Background: an optimization exercise with open tools, aiming at small area. Do not read the settings as production practice.
In this exercise RTL edits were held to simulation tests only and were not proved equivalent to the original.
Power is estimated from default activity; no workload was simulated.

[flow/design.v]
`timescale 1 ns / 1 ps
module data_fifo
  #(
    parameter DEPTH = 64,
    parameter WIDTH = 8
    )
   (
    input		 clk,
    input		 srst,
    input [WIDTH-1:0]	 din,
    input		 wr_en,
    input		 rd_en,
    output [WIDTH-1:0]	 dout,
    output		 full,
    output		 empty,
    output [11:0]	 data_count
    );
   localparam AW = $clog2(DEPTH);
   logic [WIDTH-1:0]	 mem [0:DEPTH-1];
   logic [AW-1:0]	 wr_ptr;
   logic [AW-1:0]	 rd_ptr;
   logic [AW:0]		 count;
   logic		 do_wr;
   logic		 do_rd;
   assign full  = (count == DEPTH);
   assign empty = (count == 0);
   assign do_wr = wr_en & ~full;
   assign do_rd = rd_en & ~empty;
   assign dout = mem[rd_ptr];
   assign data_count = 12'(count);
   always @(posedge clk) begin
      if (do_wr)
	mem[wr_ptr] <= din;
   end
   always @(posedge clk) begin
      if (srst) begin
	 wr_ptr <= '0;
	 rd_ptr <= '0;
	 count  <= '0;
      end
      else begin
	 if (do_wr)
	   wr_ptr <= wr_ptr + 1'b1;
	 if (do_rd)
	   rd_ptr <= rd_ptr + 1'b1;
	 count <= count + {{AW{1'b0}}, do_wr} - {{AW{1'b0}}, do_rd};
      end
   end
endmodule
`timescale 1ps / 1ps
module crc_gen
  (
   input [1:0]   data_in,
   input         crc_en,
   output [31:0] crc_out,
   input         rst,
   input         clk);
   logic [31:0]  lfsr_q,lfsr_c;
   assign crc_out = lfsr_c ^ 32'hffffffff;
   assign lfsr_c[0] = lfsr_q[2];
   assign lfsr_c[1] = lfsr_q[3];
   assign lfsr_c[2] = lfsr_q[4];
   assign lfsr_c[3] = lfsr_q[5];
   assign lfsr_c[4] = (data_in[0] ^ lfsr_q[0] ^ lfsr_q[6]);
   assign lfsr_c[5] = (data_in[1] ^ lfsr_q[1] ^ lfsr_q[7]);
   assign lfsr_c[6] = lfsr_q[8];
   assign lfsr_c[7] = (data_in[0] ^ lfsr_q[0] ^ lfsr_q[9]);
   assign lfsr_c[8] = (data_in[0] ^ data_in[1] ^ lfsr_q[0] ^ lfsr_q[1] ^ lfsr_q[10]);
   assign lfsr_c[9] = (data_in[1] ^ lfsr_q[1] ^ lfsr_q[11]);
   assign lfsr_c[10] = lfsr_q[12];
   assign lfsr_c[11] = lfsr_q[13];
   assign lfsr_c[12] = lfsr_q[14];
   assign lfsr_c[13] = lfsr_q[15];
   assign lfsr_c[14] = (data_in[0] ^ lfsr_q[0] ^ lfsr_q[16]);
   assign lfsr_c[15] = (data_in[1] ^ lfsr_q[1] ^ lfsr_q[17]);
   assign lfsr_c[16] = lfsr_q[18];
   assign lfsr_c[17] = lfsr_q[19];
   assign lfsr_c[18] = (data_in[0] ^ lfsr_q[0] ^ lfsr_q[20]);
   assign lfsr_c[19] = (data_in[0] ^ data_in[1] ^ lfsr_q[0] ^ lfsr_q[1] ^ lfsr_q[21]);
   assign lfsr_c[20] = (data_in[0] ^ data_in[1] ^ lfsr_q[0] ^ lfsr_q[1] ^ lfsr_q[22]);
   assign lfsr_c[21] = (data_in[1] ^ lfsr_q[1] ^ lfsr_q[23]);
   assign lfsr_c[22] = (data_in[0] ^ lfsr_q[0] ^ lfsr_q[24]);
   assign lfsr_c[23] = (data_in[0] ^ data_in[1] ^ lfsr_q[0] ^ lfsr_q[1] ^ lfsr_q[25]);
   assign lfsr_c[24] = (data_in[1] ^ lfsr_q[1] ^ lfsr_q[26]);
   assign lfsr_c[25] = (data_in[0] ^ lfsr_q[0] ^ lfsr_q[27]);
   assign lfsr_c[26] = (data_in[0] ^ data_in[1] ^ lfsr_q[0] ^ lfsr_q[1] ^ lfsr_q[28]);
   assign lfsr_c[27] = (data_in[1] ^ lfsr_q[1] ^ lfsr_q[29]);
   assign lfsr_c[28] = (data_in[0] ^ lfsr_q[0] ^ lfsr_q[30]);
   assign lfsr_c[29] = (data_in[0] ^ data_in[1] ^ lfsr_q[0] ^ lfsr_q[1] ^ lfsr_q[31]);
   assign lfsr_c[30] = (data_in[0] ^ data_in[1] ^ lfsr_q[0] ^ lfsr_q[1]);
   assign lfsr_c[31] = (data_in[1] ^ lfsr_q[1]);
  always @(posedge clk) begin
    if(rst) begin
      lfsr_q <= {32{1'b1}};
    end
    else begin
      lfsr_q <= crc_en ? lfsr_c : lfsr_q;
    end
  end  
endmodule  
`timescale 1ns / 1ps
module eth_header_gen
  #(
    parameter [31:0] FPGA_IP = 32'hC0A80164,
    parameter [31:0] HOST_IP = 32'hC0A80165,
    parameter [15:0] FPGA_PORT = 16'h4567,
    parameter [15:0] HOST_PORT = 16'h4567,
    parameter [47:0] FPGA_MAC = 48'he86a64e7e830,
    parameter [47:0] HOST_MAC = 48'he86a64e7e829,
    parameter [15:0] HEADER_CHECKSUM = 16'h65ba
    )
   (
    input [11:0]   payload_bytes,
    output [499:0] output_header
    );
   typedef struct      packed {
      logic [1:0][7:0] udp_checksum;
      logic [1:0][7:0] length;
      logic [1:0][7:0] port_destination;
      logic [1:0][7:0] port_source;
   } udp_header;
   typedef struct      packed {
      udp_header udp;
      logic [3:0][7:0] ip_destination;
      logic [3:0][7:0] ip_source;
      logic [1:0][7:0] header_checksum;
      logic [7:0] protocol;
      logic [7:0] time_to_live;
      logic [1:0][7:0] flags_fragment_offset;
      logic [1:0][7:0] identification;
      logic [1:0][7:0] total_length;
      logic [7:0] dcsp_ecn;
      logic [7:0] version_ihl;
   } ipv4_header;
   typedef struct      packed {
      ipv4_header ipv4;
      logic [1:0][7:0] eth_type_length;
      logic [5:0][7:0] mac_source;
      logic [5:0][7:0] mac_destination;
   } ethernet_header;
   localparam [15:0] ETHERTYPE = 16'h0800;
   localparam [7:0]  VERSION_IHL = 8'h45;
   localparam [7:0]  DCSP_ECN = 8'h00;
   localparam [15:0] IDENTIFICATION = 16'h0000;
   localparam [15:0] FLAGS_FRAGMENT_OFFSET = 16'h0000;
   localparam [7:0]  TIME_TO_LIVE = 8'h40;
   localparam [7:0]  PROTOCOL = 8'h11;
   localparam [15:0] UDP_CHECKSUM = 16'h0000;
   localparam [15:0] UDP_HEADER_BYTES = 8;  
   localparam [15:0] IPV4_HEADER_BYTES = 28;  
   logic [15:0]	     UDP_LENGTH;
   assign UDP_LENGTH = UDP_HEADER_BYTES + payload_bytes;
   logic [15:0]	     IPV4_LENGTH;
   assign IPV4_LENGTH = IPV4_HEADER_BYTES + payload_bytes;
   ethernet_header header;
   assign header.mac_source = {FPGA_MAC[7:0],FPGA_MAC[15:8],FPGA_MAC[23:16],FPGA_MAC[31:24],FPGA_MAC[39:32],FPGA_MAC[47:40]};
   assign header.mac_destination = {HOST_MAC[7:0],HOST_MAC[15:8],HOST_MAC[23:16],HOST_MAC[31:24],HOST_MAC[39:32],HOST_MAC[47:40]};
   assign header.eth_type_length = {ETHERTYPE[7:0],ETHERTYPE[15:8]};
   assign header.ipv4.version_ihl = VERSION_IHL;
   assign header.ipv4.dcsp_ecn = DCSP_ECN;
   assign header.ipv4.total_length = {IPV4_LENGTH[7:0],IPV4_LENGTH[15:8]};
   assign header.ipv4.identification = {IDENTIFICATION[7:0],IDENTIFICATION[15:8]};
   assign header.ipv4.flags_fragment_offset = {FLAGS_FRAGMENT_OFFSET[7:0],FLAGS_FRAGMENT_OFFSET[15:8]};
   assign header.ipv4.time_to_live = TIME_TO_LIVE;
   assign header.ipv4.protocol = PROTOCOL;
   assign header.ipv4.header_checksum = {HEADER_CHECKSUM[7:0],HEADER_CHECKSUM[15:8]};
   assign header.ipv4.ip_source = {FPGA_IP[7:0],FPGA_IP[15:8],FPGA_IP[23:16],FPGA_IP[31:24]};
   assign header.ipv4.ip_destination = {HOST_IP[7:0],HOST_IP[15:8],HOST_IP[23:16],HOST_IP[31:24]};
   assign header.ipv4.udp.port_source = {FPGA_PORT[7:0],FPGA_PORT[15:8]};
   assign header.ipv4.udp.port_destination = {HOST_PORT[7:0],HOST_PORT[15:8]};
   assign header.ipv4.udp.length = {UDP_LENGTH[7:0],UDP_LENGTH[15:8]};
   assign header.ipv4.udp.udp_checksum = {UDP_CHECKSUM[7:0],UDP_CHECKSUM[15:8]};
   assign output_header = {164'd0, header};
endmodule
`timescale 1ns / 1ps
module packet_gen
  #(
   parameter [31:0] FPGA_IP = 32'hC0A80164,
   parameter [31:0] HOST_IP = 32'hC0A80165,
   parameter [15:0] FPGA_PORT = 16'h4567,
   parameter [15:0] HOST_PORT = 16'h4567,
   parameter [47:0] FPGA_MAC = 48'he86a64e7e830,
   parameter [47:0] HOST_MAC = 48'he86a64e7e829,
   parameter [15:0] HEADER_CHECKSUM = 16'h65ba,
   parameter	    MII_WIDTH = 2,
   parameter	    WORD_BYTES = 1
    )
   (
    input			 CLK,
    input			 RST,
    input [WORD_BYTES*8-1:0]	 S_AXIS_TDATA,
    input			 S_AXIS_TVALID,
    input			 S_AXIS_TLAST,
    output			 S_AXIS_TREADY,
    input [11:0]		 S_AXIS_TUSER,
    output logic		 TX_EN,
    output logic [MII_WIDTH-1:0] TXD
    );
   logic			 s_axis_tfirst;
   always_ff @(posedge CLK)
     begin
	if(RST) begin
           s_axis_tfirst <= 1;
	end
	else begin
           if (S_AXIS_TVALID && S_AXIS_TREADY) begin
              if (S_AXIS_TLAST) begin
                 s_axis_tfirst <= 1;
              end
              else begin
                 s_axis_tfirst <= 0;
              end
           end
	end
     end
   typedef struct      packed {
      logic [1:0][7:0] udp_checksum;
      logic [1:0][7:0] length;
      logic [1:0][7:0] port_destination;
      logic [1:0][7:0] port_source;
   } udp_header;
   typedef struct      packed {
      udp_header udp;
      logic [3:0][7:0] ip_destination;
      logic [3:0][7:0] ip_source;
      logic [1:0][7:0] header_checksum;
      logic [7:0] protocol;
      logic [7:0] time_to_live;
      logic [1:0][7:0] flags_fragment_offset;
      logic [1:0][7:0] identification;
      logic [1:0][7:0] total_length;
      logic [7:0] dcsp_ecn;
      logic [7:0] version_ihl;
   } ipv4_header;
   typedef struct      packed {
      ipv4_header ipv4;
      logic [1:0][7:0] eth_type_length;
      logic [5:0][7:0] mac_source;
      logic [5:0][7:0] mac_destination;
   } ethernet_header;
   ethernet_header header;
   logic [336-1 : 0] header_buffer;  
   logic [WORD_BYTES*8-1:0]		data_buffer;
   logic [7*8-1:0]			preamble_buffer;
   logic [1*8-1:0]			sfd_buffer;
   logic [4*8-1:0]			fcs;
   logic [4*8-1:0]			fcs_buffer;
   localparam				HEADER_BYTES = 42;  
   logic [15:0]				DATA_BYTES;
   assign DATA_BYTES = S_AXIS_TUSER*WORD_BYTES;
   localparam				WAIT_BYTES = 12;
   localparam				SFD_BYTES = 1;
   localparam				PREAMBLE_BYTES = 7;
   localparam				FCS_BYTES = 4;
   localparam				HEADER_LENGTH = HEADER_BYTES*8/MII_WIDTH;
   localparam				WAIT_LENGTH = WAIT_BYTES*8/MII_WIDTH;
   localparam				SFD_LENGTH = SFD_BYTES*8/MII_WIDTH;
   localparam				PREAMBLE_LENGTH = PREAMBLE_BYTES*8/MII_WIDTH;
   localparam				FCS_LENGTH = FCS_BYTES*8/MII_WIDTH;
   logic [31:0]				DATA_LENGTH;
   assign DATA_LENGTH = DATA_BYTES*8/MII_WIDTH;
   localparam				DATA_COUNTER_BITS = $clog2(WORD_BYTES*8/MII_WIDTH);
   typedef enum logic [2:0]		{IDLE, PREAMBLE, SFD, HEADER, DATA, FCS, WAIT}  state_type;
   state_type current_state;
   state_type next_state;
   logic				fifo_full;
   logic				fifo_empty;
   logic [11:0]				fifo_count;
   logic [WORD_BYTES*8-1:0]		fifo_out;
   logic				fifo_rd_en;
   logic				fifo_wr_en;
   logic				packet_start_valid;
   logic				packet_valid;
   logic				fifo_has_space;
   localparam				FIFO_DEPTH = 64;
   assign fifo_has_space = (fifo_count < FIFO_DEPTH-(S_AXIS_TUSER*WORD_BYTES)) ? 1 : 0;
   assign packet_start_valid = S_AXIS_TVALID && S_AXIS_TREADY && s_axis_tfirst && fifo_has_space;
   always_ff @(posedge CLK)
     begin
	if(RST) begin
           packet_valid <= 0;
	end
	else begin
           if (packet_start_valid) begin
              packet_valid <= 1;
           end
           if (packet_valid && S_AXIS_TVALID && S_AXIS_TREADY && S_AXIS_TLAST) begin
              packet_valid <= 0;
           end
	end
     end
   assign fifo_wr_en = S_AXIS_TVALID & S_AXIS_TREADY & (packet_start_valid || packet_valid);
   assign S_AXIS_TREADY = (fifo_has_space & s_axis_tfirst) | packet_valid;
   logic [499:0]			header_full;
   assign header = header_full[335:0];
   eth_header_gen
     #(
       .FPGA_MAC(FPGA_MAC),
       .HOST_MAC(HOST_MAC),
       .FPGA_IP(FPGA_IP),
       .HOST_IP(HOST_IP),
       .FPGA_PORT(FPGA_PORT),
       .HOST_PORT(HOST_PORT),
       .HEADER_CHECKSUM(HEADER_CHECKSUM)
       )
   eth_header_gen
     (
      .payload_bytes(12'(S_AXIS_TUSER*WORD_BYTES)),
      .output_header(header_full)
      );
   data_fifo #(.DEPTH(FIFO_DEPTH)) data_fifo_i
     (
      .clk(CLK),
      .srst(RST),
      .din(S_AXIS_TDATA),
      .wr_en(fifo_wr_en),
      .rd_en(fifo_rd_en),
      .dout(fifo_out),
      .full(fifo_full),
      .empty(fifo_empty),
      .data_count(fifo_count)
      );
   logic [31:0]                         state_counter;
   always @(posedge CLK)
     begin
	if(RST) begin
           state_counter  <= '0;
	end
	else begin
           if (current_state != next_state) begin
              state_counter  <= '0;
           end
           else begin
              state_counter <= state_counter  + 'd1;
           end
	end
     end
   always @(*)
     begin
        case (current_state)
          IDLE   :
            begin
               if (fifo_count >= S_AXIS_TUSER*WORD_BYTES) begin
                  next_state = PREAMBLE;
               end
               else begin
                  next_state = current_state;
               end
            end
          PREAMBLE:
            begin
               if (state_counter == PREAMBLE_LENGTH-1) begin
                  next_state = SFD;
               end
               else begin
                  next_state = current_state;
               end
            end
          SFD:
            begin
               if (state_counter == SFD_LENGTH-1) begin
                  next_state = HEADER;
               end
               else begin
                  next_state = current_state;
               end
            end
          HEADER  :
            begin
               if (state_counter == HEADER_LENGTH-1) begin
                  next_state = DATA;
               end
               else begin
                  next_state = current_state;
               end
            end
          DATA  :
            begin
               if (state_counter == DATA_LENGTH-1) begin
                  next_state = FCS;
               end
               else begin
                  next_state = current_state;
               end
            end
          FCS  :
            begin
               if (state_counter == FCS_LENGTH-1) begin
                  next_state = WAIT;
               end
               else begin
                  next_state = current_state;
               end
            end
          WAIT   :
            begin
               if (state_counter == WAIT_LENGTH-1) begin
                  next_state = IDLE;
               end
               else begin
                  next_state = current_state;
               end
            end
          default:
            next_state = current_state;
        endcase
     end
   always @(posedge CLK)
     begin
	if(RST) begin
           current_state <= IDLE;
	end
	else begin
           current_state <= next_state;
	end
     end
   logic [MII_WIDTH-1:0]                          tx_data;
   logic					  tx_valid;
   logic					  fcs_en;
   logic					  fcs_rst;
   always @(*)
     begin
        case (current_state)
          IDLE   :
            begin
               tx_valid = 0;
               tx_data  = 0;
               fcs_en   = 0;
               fcs_rst   = 1;
            end
          PREAMBLE  :
            begin
               tx_valid = 1;
               tx_data  = preamble_buffer[MII_WIDTH-1:0];
               fcs_en   = 0;
               fcs_rst   = 0;
            end
          SFD  :
            begin
               tx_valid = 1;
               tx_data  = sfd_buffer[MII_WIDTH-1:0];
               fcs_en   = 0;
               fcs_rst   = 0;
            end
          HEADER  :
            begin
               tx_valid = 1;
               tx_data  = header_buffer[MII_WIDTH-1:0];
               fcs_en   = 1;
               fcs_rst   = 0;
            end
          DATA  :
            begin
               tx_valid = 1;
               tx_data  = data_buffer[MII_WIDTH-1:0];
               fcs_en   = 1;
               fcs_rst   = 0;
            end
          FCS:
            begin
               tx_valid = 1;
               tx_data  = fcs_buffer[MII_WIDTH-1:0];
               fcs_en   = 0;
               fcs_rst  = 0;
            end
          WAIT   :
            begin
               tx_valid = 0;
               tx_data  = 0;
               fcs_en   = 0;
               fcs_rst  = 0;
            end
          default:
            begin
               tx_valid = 0;
               tx_data  = 0;
               fcs_en   = 0;
               fcs_rst  = 0;
            end
        endcase
     end
   logic [DATA_COUNTER_BITS-1:0] data_ones;
   assign data_ones = '1;
   always_ff@(posedge CLK) begin
      if (RST == 1) begin
         header_buffer   <= 0;
         preamble_buffer <= 0;
         fifo_rd_en      <= 0;
      end
      else begin
         fifo_rd_en      <= 0;
         if (current_state == IDLE) begin
            header_buffer   <= header;
            preamble_buffer <= 56'h55555555555555;
            sfd_buffer      <= 8'hd5;
         end
         if (next_state == FCS && current_state != FCS) begin
            fcs_buffer <= fcs;
         end
         if (next_state == DATA && current_state != DATA) begin
            data_buffer <= fifo_out;
            fifo_rd_en  <= 1;
         end
         if (current_state == HEADER) begin
            header_buffer <= header_buffer >> MII_WIDTH;
         end
         if (current_state == PREAMBLE) begin
            preamble_buffer <= preamble_buffer >> MII_WIDTH;
         end
         if (current_state == SFD) begin
            sfd_buffer <= sfd_buffer >> MII_WIDTH;
         end
         if (current_state == DATA && next_state == DATA ) begin
            if (state_counter[DATA_COUNTER_BITS-1:0] == data_ones) begin
               data_buffer <= fifo_out;
               fifo_rd_en  <= 1;
            end
            else begin
               data_buffer <= data_buffer >> MII_WIDTH;
            end
         end
         if (current_state == FCS) begin
            fcs_buffer <= fcs_buffer >> MII_WIDTH;
         end
      end
   end
   crc_gen crc_gen_i
     (
      .clk(CLK),
      .rst(RST || fcs_rst),
      .data_in(tx_data),
      .crc_en(fcs_en),
      .crc_out(fcs)
      );
   always @(posedge CLK)
     begin
	if(RST) begin
           TX_EN <= 0;
	end
	else begin
           TX_EN <= tx_valid;
           TXD   <= tx_data;
	end
     end
endmodule
`timescale 1 ns / 1 ps
module packet_recv 
  #(
   parameter [31:0]  FPGA_IP = 32'hC0A80164,
   parameter [31:0]  HOST_IP = 32'hC0A80165,
   parameter [15:0]  FPGA_PORT = 16'h4567,
   parameter [15:0]  HOST_PORT = 16'h4567,
   parameter [47:0]  FPGA_MAC = 48'he86a64e7e830,
   parameter [47:0]  HOST_MAC = 48'he86a64e7e829,
   parameter CHECK_DESTINATION = 1
    )
   (
    input [1:0]	   RXD,
    input	   RXDV,
    input	   clk,
    input	   rst,
    output	   M_AXIS_TVALID,
    output [7 : 0] M_AXIS_TDATA,
    output	   M_AXIS_TLAST
  );
   localparam	   WORD_BYTES = 4;
   localparam integer MII_WIDTH = 2;
   logic [2:0][MII_WIDTH-1:0] rxd_z;
   logic [2:0]		      rxdv_z;
   logic [7:0]	    first_packet_count;
   logic	    packet_done;
   logic	    packet_start;
   localparam	    FIRST_PACKET_IGNORE = 0;
   always @(posedge clk)                                             
     begin                                                                     
	if (rst)                                                    
	  begin                 
             rxd_z <= 0;
	     rxdv_z <= 0;
	     first_packet_count <= 0;
	  end                                                                   
	else begin
	   rxd_z[0] <= RXD;
	   rxd_z[2:1] <= rxd_z[1:0];
	   rxdv_z[0] <= RXDV;
	   rxdv_z[2:1] <= rxdv_z[1:0];
	   if (packet_done & first_packet_count < FIRST_PACKET_IGNORE) begin
	      first_packet_count <= first_packet_count + 1;
	   end
	end
     end  
   typedef struct      packed {
      logic [1:0][7:0] udp_checksum;
      logic [1:0][7:0] length;
      logic [1:0][7:0] port_destination;
      logic [1:0][7:0] port_source;
   } udp_header;
   typedef struct      packed {
      udp_header udp;
      logic [3:0][7:0] ip_destination;
      logic [3:0][7:0] ip_source;
      logic [1:0][7:0] header_checksum;
      logic [7:0] protocol;
      logic [7:0] time_to_live;
      logic [1:0][7:0] flags_fragment_offset;
      logic [1:0][7:0] identification;
      logic [1:0][7:0] total_length;
      logic [7:0] dcsp_ecn;
      logic [7:0] version_ihl;
   } ipv4_header;
   typedef struct      packed {
      ipv4_header ipv4;
      logic [1:0][7:0] eth_type_length;
      logic [5:0][7:0] mac_source;
      logic [5:0][7:0] mac_destination;
   } ethernet_header;
   assign packet_start = (rxdv_z[2] == 0 && rxdv_z[1] == 1) ? 1 : 0;
   assign packet_done = (rxdv_z[2] == 1 && rxdv_z[1] == 0) ? 1 : 0;
   localparam					 HEADER_BYTES = 336/2;  
   localparam					 PREAMBLE_SFD_BYTES = 8*8/2;
   localparam					 FCS_BYTES = 4*8/2;
   logic [7:0]					 data_buffer;
   logic [63:0]					 preamble_sfd_buffer;
   logic [63:0]					 preamble_sfd_buffer_next;
   ethernet_header	header_buffer;
   typedef enum logic [1:0]			 {IDLE, PREAMBLE_SFD, HEADER, DATA }  state_type;
   state_type current_state;
   state_type next_state;
   logic [31:0]					 state_counter;
   always @(posedge clk)
     begin
	if(rst) begin
	   state_counter  <= '0;
	end
	else begin
	   if (current_state != next_state) begin
	      state_counter  <= '0;
	   end
	   else begin
	      state_counter <= state_counter  + 1'b1;
	   end
	end
     end  
   always @(*)
     begin
	next_state = current_state;
	case (current_state)
	  IDLE   :
	    begin
	       if (packet_start) begin
		  next_state = PREAMBLE_SFD;
	       end
	    end
	  PREAMBLE_SFD :
	    begin
	       if (preamble_sfd_buffer_next == 64'hd555555555555555 ) begin
		  next_state = HEADER;
	       end
	    end
	  HEADER  :
	    begin
	       if (state_counter == HEADER_BYTES-1) begin
		  next_state = DATA;
	       end
	       if (packet_done) begin
		  next_state = IDLE;
	       end
	    end
	  DATA  :
	    begin
	       if (packet_done) begin
		  next_state = IDLE;
	       end
	    end
	  default:
	    next_state = current_state;
	endcase
     end
   always @(posedge clk)
     begin
	if(rst) begin
	   current_state <= IDLE;
	end
	else begin
	   current_state <= next_state;
	end
     end
   logic data_valid;
   logic data_last;
   logic [47:0]	packet_destination;
   assign packet_destination = {header_buffer.mac_destination[0], header_buffer.mac_destination[1],
				 header_buffer.mac_destination[2], header_buffer.mac_destination[3],
				 header_buffer.mac_destination[4], header_buffer.mac_destination[5]};
   assign preamble_sfd_buffer_next[63:62] = rst ? 0 : rxd_z[2];
   assign preamble_sfd_buffer_next[61:0] = rst ? 64'b0 : preamble_sfd_buffer[63:2];
   always_ff@(posedge clk) begin
      if (rst == 1) begin
	 preamble_sfd_buffer <= 0;
	 header_buffer       <= 0;
	 data_buffer         <= 0;
	 data_valid <= 0;
	 data_last <= 0;
      end
      else begin
	 data_valid <= 0;
	 data_last <= 0;
	 if (current_state == PREAMBLE_SFD) begin
	    preamble_sfd_buffer <= preamble_sfd_buffer_next ;
	 end
	 if (current_state == HEADER) begin
	    header_buffer[(HEADER_BYTES*2)-1 -: 2] <= rxd_z[2];
	    header_buffer[(HEADER_BYTES*2)-3:0] <= header_buffer[(HEADER_BYTES*2)-1:2];
	 end
	 if (current_state == DATA) begin
	    data_buffer[7:6] <= rxd_z[2];
	    data_buffer[5:0] <= data_buffer[7:2];
	    if ((state_counter[1:0]==3) && (!CHECK_DESTINATION || (packet_destination == FPGA_MAC))) begin
	       data_valid <= 1;
	    end
	    if (packet_done) begin
	       data_last <= 1;
	    end
	 end
      end
   end
   assign M_AXIS_TVALID = data_valid;
   assign M_AXIS_TDATA = data_buffer;
   assign M_AXIS_TLAST = data_last;
endmodule
`timescale 1 ns / 1 ps
module rmii_axis_v1_0 #
  (
   parameter [7:0]  FPGA_IP_1 = 10,
   parameter [7:0]  FPGA_IP_2 = 0,
   parameter [7:0]  FPGA_IP_3 = 0,
   parameter [7:0]  FPGA_IP_4 = 240,
   parameter [7:0]  HOST_IP_1 = 10,
   parameter [7:0]  HOST_IP_2 = 0,
   parameter [7:0]  HOST_IP_3 = 0,
   parameter [7:0]  HOST_IP_4 = 10,
   parameter [15:0] FPGA_PORT = 17767,
   parameter [15:0] HOST_PORT = 17767,
   parameter [47:0] FPGA_MAC = 48'he86a64e7e830,
   parameter [47:0] HOST_MAC = 48'he86a64e7e829,
   parameter [15:0] HEADER_CHECKSUM = 16'h65b3,
   parameter	    CHECK_DESTINATION = 1
   )
   (
    input wire		aclk,
    input wire		aresetn,
    input wire		ETH_CRSDV,
    input wire [1:0]	ETH_RXD,
    output wire		ETH_TXEN,
    output wire [1:0]	ETH_TXD,
    output wire		m00_axis_tvalid,
    output wire [7 : 0]	m00_axis_tdata,
    output wire		m00_axis_tlast,
    output wire		s00_axis_tready,
    input wire [7 : 0]	s00_axis_tdata,
    input wire		s00_axis_tlast,
    input wire [11:0]	s00_axis_tuser,
    input wire		s00_axis_tvalid
    );
   localparam		WORD_BYTES = 1;
   localparam		HOST_IP = {HOST_IP_1,HOST_IP_2,HOST_IP_3,HOST_IP_4};
   localparam		FPGA_IP = {FPGA_IP_1,FPGA_IP_2,FPGA_IP_3,FPGA_IP_4};
   packet_gen
     #(
       .WORD_BYTES(WORD_BYTES),
       .FPGA_MAC(FPGA_MAC),
       .HOST_MAC(HOST_MAC),
       .FPGA_IP(FPGA_IP),
       .HOST_IP(HOST_IP),
       .FPGA_PORT(FPGA_PORT),
       .HOST_PORT(HOST_PORT),
       .HEADER_CHECKSUM(HEADER_CHECKSUM)
       )
   packet_gen_i
     (
      .CLK(aclk),
      .RST(~aresetn),
      .S_AXIS_TDATA(s00_axis_tdata),
      .S_AXIS_TVALID(s00_axis_tvalid),
      .S_AXIS_TLAST(s00_axis_tlast),
      .S_AXIS_TREADY(s00_axis_tready),
      .S_AXIS_TUSER(s00_axis_tuser),
      .TX_EN(ETH_TXEN),
      .TXD(ETH_TXD)
      );
   packet_recv
     #(
       .FPGA_MAC(FPGA_MAC),
       .HOST_MAC(HOST_MAC),
       .FPGA_IP(FPGA_IP),
       .HOST_IP(HOST_IP),
       .FPGA_PORT(FPGA_PORT),
       .HOST_PORT(HOST_PORT),
       .CHECK_DESTINATION(CHECK_DESTINATION)
       )
   packet_recv_i
     (
      .clk(aclk),
      .rst(~aresetn),
      .M_AXIS_TDATA(m00_axis_tdata),
      .M_AXIS_TVALID(m00_axis_tvalid),
      .M_AXIS_TLAST(m00_axis_tlast),
      .RXDV(ETH_CRSDV),
      .RXD(ETH_RXD)
      );
endmodule
[flow/run.sh]
#!/bin/bash
# synth_recipe.tcl (not shown) runs the flow's synth.tcl, then flattens the netlist and writes it again
# the make line also repeats each setting of config.mk as NAME=value (left out here)
make -C /OpenROAD-flow-scripts/flow DESIGN_CONFIG=/design/flow/config.mk WORK_HOME=/design/flow/orfs CLKGATE_MAP_FILE= SYNTH_SCRIPT=/design/flow/synth_recipe.tcl finish
[flow/config.mk]
export PLATFORM = sky130hd
export DESIGN_NAME = rmii_axis_v1_0
export DESIGN_NICKNAME = rmii_axis_v1_0
export VERILOG_FILES = /design/flow/design.v
export SDC_FILE = /design/flow/constraint.sdc
export NUM_CORES = 4
export LEC_CHECK = 0
export CAP_MARGIN = 20
export CORE_MARGIN = 2
export CORE_UTILIZATION = 40
export SLEW_MARGIN = 20
[flow/constraint.sdc]
create_clock -name core_clock -period 10.0 [get_ports {aclk}]
set_input_delay 2.0000 -clock core_clock [delete_from_list [all_inputs] [get_ports {aclk}]]
set_output_delay 2.0000 -clock core_clock [all_outputs]
set_load 0.01 [all_outputs]
==> results.txt <==
==> metal layers <==
metal	vias up	track usage [%]
li1	16842	-
met1	17022	21.8
met2	675	25.2
met3	146	3.34
met4	0	4.58
met5	-	0
==> final timing paths <==
kind / startpoint / endpoint / cells past startpoint
worst max-delay path: s00_axis_tuser[4] / s00_axis_tready / 11
worst min-delay path: packet_recv_i.header_buffer[232]$_SDFFE_PN0P_ / packet_recv_i.header_buffer[230]$_SDFFE_PN0P_ / 2
worst max register to register: packet_gen_i.data_fifo_i.count[1]$_SDFF_PN0_ / packet_gen_i.data_fifo_i.count[6]$_SDFF_PN0_ / 17
worst min register to register: packet_recv_i.header_buffer[232]$_SDFFE_PN0P_ / packet_recv_i.header_buffer[230]$_SDFFE_PN0P_ / 2
==> cell type report <==
cell class / count / share of cell area, %
antenna: 1 / 0.00399
multi-input combinational: 2947 / 32.0
clock inverter: 59 / 1.00
timing repair buffer: 74 / 1.08
sequential: 1456 / 55.4
clock buffer: 196 / 6.54
tap: 1876 / 3.74
inverter: 32 / 0.191
==> flip-flops by register name (all words and copies together) (netlist names), 28 cells and up, named ones only <==
| signal | flops |
|---|---|
| packet_gen_i.preamble_buffer | 28 |
| packet_gen_i.data_fifo_i.mem | 512 |
| packet_recv_i.header_buffer | 336 |
| packet_recv_i.preamble_sfd_buffer | 62 |
| packet_recv_i.state_counter | 32 |
| packet_gen_i.crc_gen_i.lfsr_q | 32 |
| packet_gen_i.state_counter | 32 |
| packet_gen_i.fcs_buffer | 32 |
| packet_gen_i.header_buffer | 320 |
==> synthesized netlist by cell type (all sizes together) (28+ instances only) <==
| library cell | count |
|---|---|
| xor2 | 50 |
| clkbuf | 305 |
| dfxtp | 895 |
| o21ai | 30 |
| o221a | 116 |
| buf | 54 |
| mux4 | 148 |
| nor2b | 227 |
| a22oi | 217 |
| edfxtp | 561 |
| mux2i | 28 |
| ha | 32 |
| inv | 32 |
| xnor2 | 74 |
| nand3 | 77 |
| nand4 | 34 |
| nor2 | 222 |
| a21oi | 58 |
| a21boi | 416 |
| nand2 | 975 |
==> per-stage QoR <==
step / hold slack, ns / instances / area [um^2] / util (%)
final: 0.443 / 6641 / 62800 / 44.9
after global routing: 0.458 / 6640 / 62800 / 44.9
after CTS: 0.446 / 6640 / 62800 / 44.9
after detailed placement: 0.423 / 6385 / 58000 / 41.5
after global placement: 0.425 / 6385 / 58000 / 41.5
after floorplan: 0.412 / 4794 / 56300 / -
==> power breakdown <==
part           total, mW  internal, mW  switching [mW]
Clock               5.38          3.14            2.24
Combinational      0.655         0.250           0.405
Sequential          6.33          6.26          0.0704
==> cell families after synthesis <==
| group | after synthesis | synth area share, % |
|---|---|---|
| AND/OR/NAND/NOR | 1709 | 13.7 |
| adder cells (fa/ha/maj) | 33 | 0.746 |
| flip-flops | 1456 | 61.7 |
| multiplexers | 182 | 6.53 |
| buffers and inverters | 391 | 2.72 |
| XOR/XNOR | 124 | 2.03 |
| AO/OA/AOI/OAI | 899 | 12.5 |
==> worst max-delay path, delay by kind of cell <==
| kind | cells | cell delay (ns) |
|---|---|---|
| buffers and inverters | 3 | 1.35 |
| adders and majority gates | 2 | 0.53 |
| and+or+nand+nor | 2 | 0.82 |
| AOI/OAI and AO/OA | 3 | 1.02 |
| xor gates and xnor gates | 1 | 0.19 |
==> impl_results.md <==
* Initial DRC count at between 3000 and 4000
* HPWL Detailed at 63.9 mm
* Final GP Congestion at between 0.8 and 0.9
* Global route overflow at 0
* R2R Setup Slk at just under 6 ns
* Startpoint types: input port
* Critical Path RT at roughly 8.0 ns
* Layout cell share with drive strength beyond 1 at between 10% and 20%
* Number of enable flip-flop cells after synthesis at between 500 and 600
* Crit. End Element: primary output
* WL final at ~120 mm
* Rows at 137
* Max incr delay on CP at approximately 0.61 ns
* Final net count at ~4700
* Largest net degree at the start of global routing at slightly below 300
* Post-CTS Hold Buffers at 0
* Ranking of synthesized cells by area: dfxtp_1 (32%), edfxtp_1 (30%), nand2_1 (6.5%)
* Residual DRC count at 0
* Fin. Hold Viols at 0
* Achievable Freq at around 130 MHz
* Status: finished clean
* Sink Count at 1456
* Path type of the worst min-delay path: reg2reg
* Die area at around 140000 um^2
* Mapped Avg Cell Area at ~12 um^2
* Worst endpoint data arrival time at around 6 ns
* Worst path slowest cell: clkdlybuf4s50_1
* First-pass GRT wire length at between 150 and 200 mm
* Met2 WL at 53.3 mm
* Most frequent cells in the layout: nand2_1 (971), dfxtp_1 (891), edfxtp_1 (561)
* Register area at ~35000 um^2
* Power Density at around 200 nW/um^2
* Layout fillers at about 13000
* Setup WS post-layout at approximately 2.1 ns
* Area grow syn2layout at 11.4%
* WL met3 at 6.17 mm
* Initial antenna violation count at 0
* WL/cell at around 17 um
* Final antenna-violating net count at 0
* Tot Pwr at 12.4 mW
* Crit path kind: in2out
* Synth Register Bits at ~1500
* Initial Utilization at about two fifths
* Syn Inst Count at ~4800
* Clock Skew at 0.0242 ns
* Latest clock arrival within the worst-skew pair at around 0.77 ns
* Clock Path Buffers at 3
* Seq/Total Area, Yosys at 61.7%
* DP Worst Slack at 2.11 ns
* Final critical-path required period at roughly 8 ns
* Final setup fails at 0
* Share of the synthesized area in the top cell type at between 30% and 40%
* Yosys top cell by area: dfxtp_1
* Leakage at 19.9 nW
* Core box area at about 140000 um^2
* IO Count at 41
* Worst Max-Slew Pin Slew at approximately 1.2 ns
* DR vias/cell at approximately 5.2
* Slew Viols, Final at 0
* Period utilization at between 70% and 80%
* Asr flop ratio synth at 0%
* Multi-input gate area at 20100 um^2
* Met1 wire length at approximately 53 mm
* Num CTS Buffers at approximately 150
* H-tree depth at 4
* Max-cap viol count at 0
* Port bufs at 40
* DR pass1 iterations at 5
* Chip Width at between 300 and 400 um
* Setup tns final at 0 ns
* GRT Util Overall at 15.9%
* Post-CTS Resized at 0
* RSZ-0062 raised after global routing: no
* Ys Warns at 4
* Post-synth cell types at 80
* Highest metal used: met4
* Number of global-route vias before repair at roughly 33000
* Predominant post-synthesis flop cell: dfxtp_1
* Peak fanout along the critical path at 10
* Slew headroom at approximately a fifth
* Setup Buffers After CTS at 0
* Critical path, cell by cell: clkdlybuf4s50_1 > inv_1 > ha_1 > or4b_1 > xnor2_1 > ha_1 > a2111oi_0 > o21a_1 > o41a_1 > or2_2 > clkdlybuf4s50_1
* CTS tree: yes
* Die Height at 379 um
* Peak VDD IR at 0.136 mV
* Mapped cell area at ~56000 um^2
* Worst-path clk slew at approximately 0.060 ns
* Root Driver: clkbuf_16
* Vias at roughly 35000
* Commonest non-fill, non-tap cell in the layout: nand2_1
* Synthesized Nets at approximately 4900

## separate check: timing with driven ports
The results above use ideal ports. As a check the final layout listed here was re-extracted and re-timed, cells and wires unchanged.
Step 1 (the two cells are an assumption about what drives the block):
set clk [get_ports {aclk}]
set_driving_cell -lib_cell sky130_fd_sc_hd__clkbuf_16 $clk
set_driving_cell -lib_cell sky130_fd_sc_hd__buf_2 [delete_from_list [all_inputs] $clk]
Step 2 also shifts input and output timing later by t, the mid clock arrival at the registers, as if the neighbouring blocks saw the same clock.
a / b / c = ideal / step 1 / step 2; a / b = the first two.
t, ns: 0.823
slack for setup (ns): 2.081 / 2.053 / 2.053
latest minus earliest clock arrival (ns): 0.033 / 0.032
worst slew at a driven data input, ns: 0.07
After both steps this run still meets setup and hold. For this run, drivers alone change the setup slack by -0.028 ns; drivers and shift together by -0.028 ns.
